Source: an optimization exercise on an open RTL-to-GDS flow (aim: small area). Production flows keep margins and buffers that such runs may drop.
In this exercise RTL edits were held to simulation tests only and were not proved equivalent to the original.

==> inputs of 04-13 <==
==> flow/design.v (excerpt) <==
module EF_TCC32_apb (
	input	wire 		ext_clk,
	input	wire 		PCLK,
	input	wire 		PRESETn,
	input	wire [31:0]	PADDR,
	input	wire 		PWRITE,
	input	wire 		PSEL,
	input	wire 		PENABLE,
	input	wire [31:0]	PWDATA,
	output	wire [31:0]	PRDATA,
	output	wire 		PREADY,
	output	wire 		irq
);
export LEC_CHECK = 0
export CAP_MARGIN = 20
export CORE_MARGIN = 2
export CORE_UTILIZATION = 40
export SLEW_MARGIN = 20
export SYNTH_HIERARCHICAL = 1
export SYNTH_MINIMUM_KEEP_SIZE = 0
create_clock -name core_clock -period 10.0 [get_ports {PCLK}]
standard.sh (not shown) runs the stock make flow with config.mk's settings and CLKGATE_MAP_FILE= SYNTH_SCRIPT=/design/flow/synth_recipe.tcl, a recipe that flattens the netlist after the stock synthesis.
==> flow/flow/run.sh <==
#!/bin/bash
# Standard ORFS layout (the standard.sh) with two changes to how the
# layout is made:
#  - after synthesis, combinational cells that ABC sized up are set back to
#    their smallest size (flow/downsize.py); the resizer sizes up again where
#    slew, capacitance or timing need it
#  - port buffers use the smallest buffer cell (buf_1)
#  - clock tree: clkbuf_4 buffers, small sink clusters, no dummy load cells
# Each step's output goes to its own log in this folder; ORFS's own per-step
# logs stay under orfs/logs/.
set -euo pipefail
RES=orfs/results/${FLOW_PLATFORM}/EF_TCC32_apb/base
LIB=${FLOW_HOME}/platforms/${FLOW_PLATFORM}/lib/sky130_fd_sc_hd__tt_025C_1v80.lib
bash standard.sh "$PWD/$RES/1_2_yosys.v" > flow_synth.log 2>&1
python3 flow/downsize.py "$LIB" "$RES/1_2_yosys.v" > flow_downsize.log 2>&1
bash standard.sh \
  "BUFFER_PORTS_ARGS=-buffer_cell sky130_fd_sc_hd__buf_1" \
  "CTS_ARGS=-sink_clustering_enable -repair_clock_nets -dont_use_dummy_load -buf_list sky130_fd_sc_hd__clkbuf_4 -sink_clustering_size 11 -sink_clustering_max_diameter 40" \
  finish > flow_make.log 2>&1
==> flow/flow/downsize.py <==
#!/usr/bin/env python3
"""Replace every combinational cell in a Yosys netlist by the smallest-area
cell of the same family (same function and pins, e.g. nor4_2 -> nor4_1).
Flip-flops, buffers and inverters are left as they are. The placer's
repair_design and repair_timing size cells up again where slew, capacitance
or timing need it.  usage: downsize.py LIB NETLIST"""
import re, sys
lib, net = sys.argv[1], sys.argv[2]
area = {}
for c in re.split(r'\n\s*cell\s*\(', open(lib).read())[1:]:
    n = re.match(r'\s*"?(\w+)', c).group(1)
    m = re.search(r'area\s*:\s*([\d.]+)', c)
    if m:
        area[n] = float(m.group(1))
fam = {}
for n, a in area.items():
    m = re.match(r'(sky130_fd_sc_hd__\w+?)_(\d+)$', n)
    if m:
        fam.setdefault(m.group(1), []).append((a, int(m.group(2)), n))
skip = re.compile(r'__(e?s?df|dl|buf|clkbuf|inv|clkinv|bufinv|clkdly|dlygate|dlymetal|conb|tap|fill|decap|lpflow|probe|diode|macro)')
best = {}
for f, v in fam.items():
    if skip.search(f + '_'):
        continue
    v.sort()
    for a, d, n in v:
        best[n] = v[0][2]
s = open(net).read()
cnt = [0]
def rep(m):
    n = m.group(1)
    b = best.get(n, n)
    if b != n:
        cnt[0] += 1
    return b + m.group(2)
s = re.sub(r'\b(sky130_fd_sc_hd__\w+)(\s+\S+\s*\()', rep, s)
open(net, 'w').write(s)
print('downsized', cnt[0], 'cells')
==> inputs of 12-12, as changes to 04-13 <==
--- a/flow/flow/run.sh
+++ b/flow/flow/run.sh
@@ -10,10 +10,10 @@
 # logs stay under orfs/logs/.
 set -euo pipefail
 RES=orfs/results/${FLOW_PLATFORM}/EF_TCC32_apb/base
 LIB=${FLOW_HOME}/platforms/${FLOW_PLATFORM}/lib/sky130_fd_sc_hd__tt_025C_1v80.lib
 bash standard.sh "$PWD/$RES/1_2_yosys.v" > flow_synth.log 2>&1
 python3 flow/downsize.py "$LIB" "$RES/1_2_yosys.v" > flow_downsize.log 2>&1
 bash standard.sh \
   "BUFFER_PORTS_ARGS=-buffer_cell sky130_fd_sc_hd__buf_1" \
-  "CTS_ARGS=-sink_clustering_enable -repair_clock_nets -dont_use_dummy_load -buf_list sky130_fd_sc_hd__clkbuf_4 -sink_clustering_size 11 -sink_clustering_max_diameter 40" \
+  "CTS_ARGS=-sink_clustering_enable -repair_clock_nets -dont_use_dummy_load -buf_list sky130_fd_sc_hd__clkbuf_4 -sink_clustering_size 10 -sink_clustering_max_diameter 40" \
   finish > flow_make.log 2>&1
- CORE_UTILIZATION: 40 -> 60
==> inputs of 01-25, as changes to 04-13 <==
--- a/flow/design.v
+++ b/flow/design.v
@@ -53,26 +53,26 @@
         end else begin : g_o
             tcc_xor2  u_y (.a(q[i]), .b(up),   .y(y));       
             tcc_nor2  u_c (.a(c[i]), .b(y),    .y(c[i+1]));
             tcc_xnor2 u_x (.a(q[i]), .b(c[i]), .y(x[i]));
         end
         tcc_a22o u_d (.a1(r0), .a2(x[i]), .b1(r1), .b2(p[i]), .y(d[i]));
     end endgenerate
 endmodule
-module tcc_ctr_next #(parameter W = 32) (
-    input  wire         cnt, nkeep,
-    input  wire [W-1:0] q,
-    output wire [W-1:0] d
+module tcc_ctr_next (
+    input  wire        cnt, nkeep,
+    input  wire [31:0] q,
+    output wire [31:0] d
 );
-    wire [W:0]   c;      
-    wire [W-1:0] xn;
+    wire [32:0] c;       
+    wire [31:0] xn;
     assign c[0] = cnt;
     genvar i;
-    generate for (i = 0; i < W; i = i + 1) begin : g_b
+    generate for (i = 0; i < 32; i = i + 1) begin : g_b
         if (i % 2 == 0) begin : g_e
             tcc_nand2 u_c (.a(c[i]), .b(q[i]), .y(c[i+1]));
             tcc_xnor2 u_x (.a(q[i]), .b(c[i]), .y(xn[i]));
         end else begin : g_o
             tcc_nor2b u_c (.a(c[i]), .bn(q[i]), .y(c[i+1]));
             tcc_xor2  u_x (.a(q[i]), .b(c[i]), .y(xn[i]));
         end
         tcc_nor2 u_d (.a(nkeep), .b(xn[i]), .y(d[i]));
@@ -98,21 +98,22 @@
     input   wire            en
 );
     reg ctr_in_sync0, ctr_in_sync1, ctr_in_sync_delayed;
     always @(posedge clk) begin
         ctr_in_sync0        <= ctr_in;
         ctr_in_sync1        <= ctr_in_sync0;
         ctr_in_sync_delayed <= ctr_in_sync1;
     end
-    reg  [7:0] pre;
-    wire [7:0] pre_d;
-    tcc_ctr_next #(.W(8)) u_pre_next (.cnt(en), .nkeep(~rst_n), .q(pre), .d(pre_d));
+    reg [7:0] pre;
     always @(posedge clk)
-        pre <= pre_d;
+        if (!rst_n)
+            pre <= 8'd0;
+        else if (en)
+            pre <= pre + 1'd1;
     wire ctr_mode    = (clk_src == 4'd9);
     wire tmr_clk_src = ~clk_src[3] ? pre[clk_src[2:0]] :
                        ctr_mode    ? ctr_in_sync1      : 1'b1;
     reg tmr_clk_src_delayed;
     always @(posedge clk)
         tmr_clk_src_delayed <= tmr_clk_src;
     wire tmr_clk = (clk_src == 4'd8) | (~tmr_clk_src_delayed & tmr_clk_src);
     reg  stop;
@@ -189,35 +190,16 @@
     output wire y
 );
     wire n0, n1, n2;
     tcc_a222oi u_0 (.a1(sel_t), .a2(t), .b1(sel_p), .b2(p), .c1(sel_c), .c2(c), .y(n0));
     tcc_a22oi  u_1 (.a1(sel_m), .a2(m), .b1(sel_k), .b2(k), .y(n1));
     tcc_a222oi u_2 (.a1(sel_r), .a2(r), .b1(sel_i), .b2(i), .c1(sel_s), .c2(s), .y(n2));
     tcc_nand4b u_y (.a(n0), .b(n1), .c(n2), .d(nsel_d), .y(y));
 endmodule
-module tcc_apb_dec (
-    input  wire [15:0] a,
-    output wire sel_t, sel_p, sel_c, sel_m, sel_k, sel_i, sel_r, sel_n, sel_s, nsel_d
-);
-    wire zz   = ~|{a[15:12], a[7:5], a[1:0]};
-    wire base = zz & ~|a[11:8];              
-    wire fb   = zz & (&a[11:8]) & ~a[4];     
-    wire b0   = base & ~a[4];
-    assign sel_t = b0 & ~a[3] & ~a[2];
-    assign sel_p = b0 & ~a[3] &  a[2];
-    assign sel_c = b0 &  a[3] & ~a[2];
-    assign sel_m = b0 &  a[3] &  a[2];
-    assign sel_k = base & a[4] & ~a[3] & ~a[2];
-    assign sel_i = fb & ~a[3] & ~a[2];
-    assign sel_r = fb & ~a[3] &  a[2];
-    assign sel_n = fb &  a[3] & ~a[2];
-    assign sel_s = fb &  a[3] &  a[2];
-    assign nsel_d = b0 | sel_k | fb;
-endmodule
 module EF_TCC32_apb (
 	input	wire 		ext_clk,
 	input	wire 		PCLK,
 	input	wire 		PRESETn,
 	input	wire [31:0]	PADDR,
 	input	wire 		PWRITE,
 	input	wire 		PSEL,
 	input	wire 		PENABLE,
@@ -262,38 +244,43 @@
 		.tmr_en(CONTROL_REG[1]),
 		.one_shot(CONTROL_REG[17]),
 		.up(CONTROL_REG[16]),
 		.cp_en(CONTROL_REG[3]),
 		.cp_event(CONTROL_REG[25:24]),
 		.cp_flag(cp_flag),
 		.en(CONTROL_REG[0])
 	);
-	wire sel_t, sel_p, sel_c, sel_m, sel_k, sel_i, sel_r, sel_n, sel_s, nsel_d;
-	tcc_apb_dec u_dec (
-		.a(addr), .sel_t(sel_t), .sel_p(sel_p), .sel_c(sel_c), .sel_m(sel_m), .sel_k(sel_k),
-		.sel_i(sel_i), .sel_r(sel_r), .sel_n(sel_n), .sel_s(sel_s), .nsel_d(nsel_d)
-	);
 	wire[31:0]	wdata	= PWDATA & {32{PRESETn}};
-	always @(posedge PCLK) if((apb_we & sel_p) | ~PRESETn) PERIOD_REG <= wdata;
-	always @(posedge PCLK) if((apb_we & sel_m) | ~PRESETn) COUNTER_MATCH_REG <= wdata;
-	always @(posedge PCLK) if((apb_we & sel_k) | ~PRESETn) CONTROL_REG <= wdata;
-	always @(posedge PCLK) if((apb_we & sel_n) | ~PRESETn) IM_REG <= wdata[2:0];
-	wire[2:0]	icr	= (apb_we & sel_i) ? PWDATA[2:0] : 3'd0;
+	always @(posedge PCLK) if((apb_we & (addr==PERIOD_REG_ADDR)) | ~PRESETn) PERIOD_REG <= wdata;
+	always @(posedge PCLK) if((apb_we & (addr==COUNTER_MATCH_REG_ADDR)) | ~PRESETn) COUNTER_MATCH_REG <= wdata;
+	always @(posedge PCLK) if((apb_we & (addr==CONTROL_REG_ADDR)) | ~PRESETn) CONTROL_REG <= wdata;
+	always @(posedge PCLK) if((apb_we & (addr==IM_REG_ADDR)) | ~PRESETn) IM_REG <= wdata[2:0];
+	wire[2:0]	icr	= (apb_we & (addr==ICR_REG_ADDR)) ? PWDATA[2:0] : 3'd0;
 	wire[2:0]	ris_set	= flags | RIS_REG;
 	always @(posedge PCLK or negedge PRESETn)
 		if(~PRESETn) begin
 			RIS_REG  <= 3'd0;
 			irq_pend <= 1'b0;
 		end else begin
 			RIS_REG  <= ris_set & ~icr;
 			irq_pend <= |(ris_set & icr & IM_REG);
 		end
 	wire[2:0]	MIS_REG	= RIS_REG & IM_REG;
 	assign irq = (|MIS_REG) | irq_pend;
+	wire sel_t = (addr == TIMER_REG_ADDR);
+	wire sel_p = (addr == PERIOD_REG_ADDR);
+	wire sel_c = (addr == COUNTER_REG_ADDR);
+	wire sel_m = (addr == COUNTER_MATCH_REG_ADDR);
+	wire sel_k = (addr == CONTROL_REG_ADDR);
+	wire sel_i = (addr == ICR_REG_ADDR);
+	wire sel_r = (addr == RIS_REG_ADDR);
+	wire sel_n = (addr == IM_REG_ADDR);
+	wire sel_s = (addr == MIS_REG_ADDR);
+	wire nsel_d = sel_t | sel_p | sel_c | sel_m | sel_k | sel_i | sel_r | sel_n | sel_s;
 	genvar gi;
 	generate for (gi = 0; gi < 32; gi = gi + 1) begin : g_rd
 		if (gi < 3) begin : g_lo
 			tcc_rd_bit_lo u (
 				.sel_t(sel_t), .sel_p(sel_p), .sel_c(sel_c), .sel_m(sel_m), .sel_k(sel_k),
 				.nsel_d(nsel_d), .sel_r(sel_r), .sel_i(sel_n), .sel_s(sel_s),
 				.t(tmr[gi]), .p(PERIOD_REG[gi]), .c(cp_count[gi]), .m(COUNTER_MATCH_REG[gi]),
 				.k(CONTROL_REG[gi]), .r(RIS_REG[gi]), .i(IM_REG[gi]), .s(MIS_REG[gi]),
==> flow/flow/run.sh (replaced) <==
#!/bin/bash
# Standard ORFS layout (the standard.sh), with two changes to how the
# layout is made:
#  - port buffers use the smallest buffer cell (buf_1) instead of ORFS's pick
#  - after global routing, non-critical gates are downsized (RECOVER_POWER)
# The make output goes to flow_make.log; ORFS's own per-step logs stay under
# orfs/logs/.
set -euo pipefail
bash standard.sh \
  "BUFFER_PORTS_ARGS=-buffer_cell sky130_fd_sc_hd__buf_1" \
  "RECOVER_POWER=100" \
  finish > flow_make.log 2>&1
- CTS_BUF_LIST: default -> sky130_fd_sc_hd__clkbuf_8
- CTS_CLUSTER_DIAMETER: default -> 50
- CTS_CLUSTER_SIZE: default -> 15
removed: flow/flow/downsize.py
==> inputs of 06-04, as changes to 04-13 <==
--- a/flow/flow/run.sh
+++ b/flow/flow/run.sh
@@ -10,10 +10,10 @@
 # logs stay under orfs/logs/.
 set -euo pipefail
 RES=orfs/results/${FLOW_PLATFORM}/EF_TCC32_apb/base
 LIB=${FLOW_HOME}/platforms/${FLOW_PLATFORM}/lib/sky130_fd_sc_hd__tt_025C_1v80.lib
 bash standard.sh "$PWD/$RES/1_2_yosys.v" > flow_synth.log 2>&1
 python3 flow/downsize.py "$LIB" "$RES/1_2_yosys.v" > flow_downsize.log 2>&1
 bash standard.sh \
   "BUFFER_PORTS_ARGS=-buffer_cell sky130_fd_sc_hd__buf_1" \
-  "CTS_ARGS=-sink_clustering_enable -repair_clock_nets -dont_use_dummy_load -buf_list sky130_fd_sc_hd__clkbuf_4 -sink_clustering_size 11 -sink_clustering_max_diameter 40" \
+  "CTS_ARGS=-sink_clustering_enable -repair_clock_nets -dont_use_dummy_load -buf_list sky130_fd_sc_hd__clkbuf_4 -sink_clustering_size 10 -sink_clustering_max_diameter 40" \
   finish > flow_make.log 2>&1
==> flow_metrics.env <==
export IMPL_seqPwrFrac_pct=55.1
export IMPL_cap_violations=7
export IMPL_outcome="failed layout checks"
export IMPL_clk_latency_ns=0.57
export IMPL_wl_per_cell_um=19.33
export IMPL_max_freq_mhz=125.9
export IMPL_p_sw_mw=0.5376
export IMPL_slew_viol_final=243
export IMPL_so_violations="capacitance limit, slew limit"
export IMPL_multi_input_area_share_pct=37.54
-- figures above: 01-25

==> flow_metrics.env <==
export IMPL_outcome="finished clean"
export IMPL_clock_path_buffers=3
export IMPL_slew_viol_final=0
export IMPL_seqPwrFrac_pct=64.6
export IMPL_max_freq_mhz=148.5
export IMPL_multi_input_area_share_pct=36.65
export IMPL_postSynthAreaPerCell_um2=12.21
export IMPL_wl_per_cell_um=18.84
export IMPL_cap_violations=0
export IMPL_p_sw_mw=0.4392
-- figures above: 06-04

==> flow_metrics.env <==
export IMPL_slew_viol_final=0
export IMPL_seqPwrFrac_pct=64.6
export IMPL_worst_r2r_setup_slack_ns=3.31
export IMPL_multi_input_area_share_pct=36.65
export IMPL_outcome="finished clean"
export IMPL_cts_tree="yes"
export IMPL_max_freq_mhz=149.5
export IMPL_worstPathRequired_ns=10.66
export IMPL_p_sw_mw=0.4396
export IMPL_clk_latency_ns=0.71
-- figures above: 04-13

==> flow_metrics.env <==
export IMPL_slew_viol_final=0
export IMPL_wl_per_cell_um=20.43
export IMPL_cap_violations=0
export IMPL_fin_worst_skew_ns=0.06979
export IMPL_max_freq_mhz=138.8
export IMPL_seqPwrFrac_pct=64.6
export IMPL_multi_input_area_share_pct=36.96
export IMPL_p_sw_mw=0.4391
export IMPL_outcome="finished clean"
export IMPL_clk_latency_ns=0.69
-- figures above: 12-12

## what the ideal ports hide
No port has a modelled driver above. Below, the same layouts with a new extraction and two added sets of constraints. Step 1 sets driving cells, clkbuf_16 on the clock port and buf_2 on the other inputs (assumed; they add their load-dependent delay and slew). Step 2 also shifts input and output timing later by t, the mid clock arrival at the registers, as if the neighbouring blocks saw the same clock. Three values: ideal ports, drivers, drivers and shift; two values: the first two.
| run | t (ns) | setup WS [ns] | worst setup path after step 2 | latest minus earliest clock arrival (ns) | pins driven straight from the clock port |
|---|---|---|---|---|---|
| 04-13 | 0.693 | 3.312 / 3.312 / 3.312 | register to register | 0.116 / 0.117 | 1 |
| 12-12 | 0.689 | 2.793 / 2.793 / 2.793 | register to register | 0.070 / 0.070 | 1 |
| 01-25 | 0.595 | 2.060 / 2.040 / 2.040 | input to output | 0.023 / 0.023 | 1 |
| 06-04 | 0.688 | 3.266 / 3.266 / 3.266 | register to register | 0.066 / 0.067 | 1 |
For 01-25, which loses most, drivers alone change the setup slack by -0.020 ns; drivers and shift together by -0.020 ns.
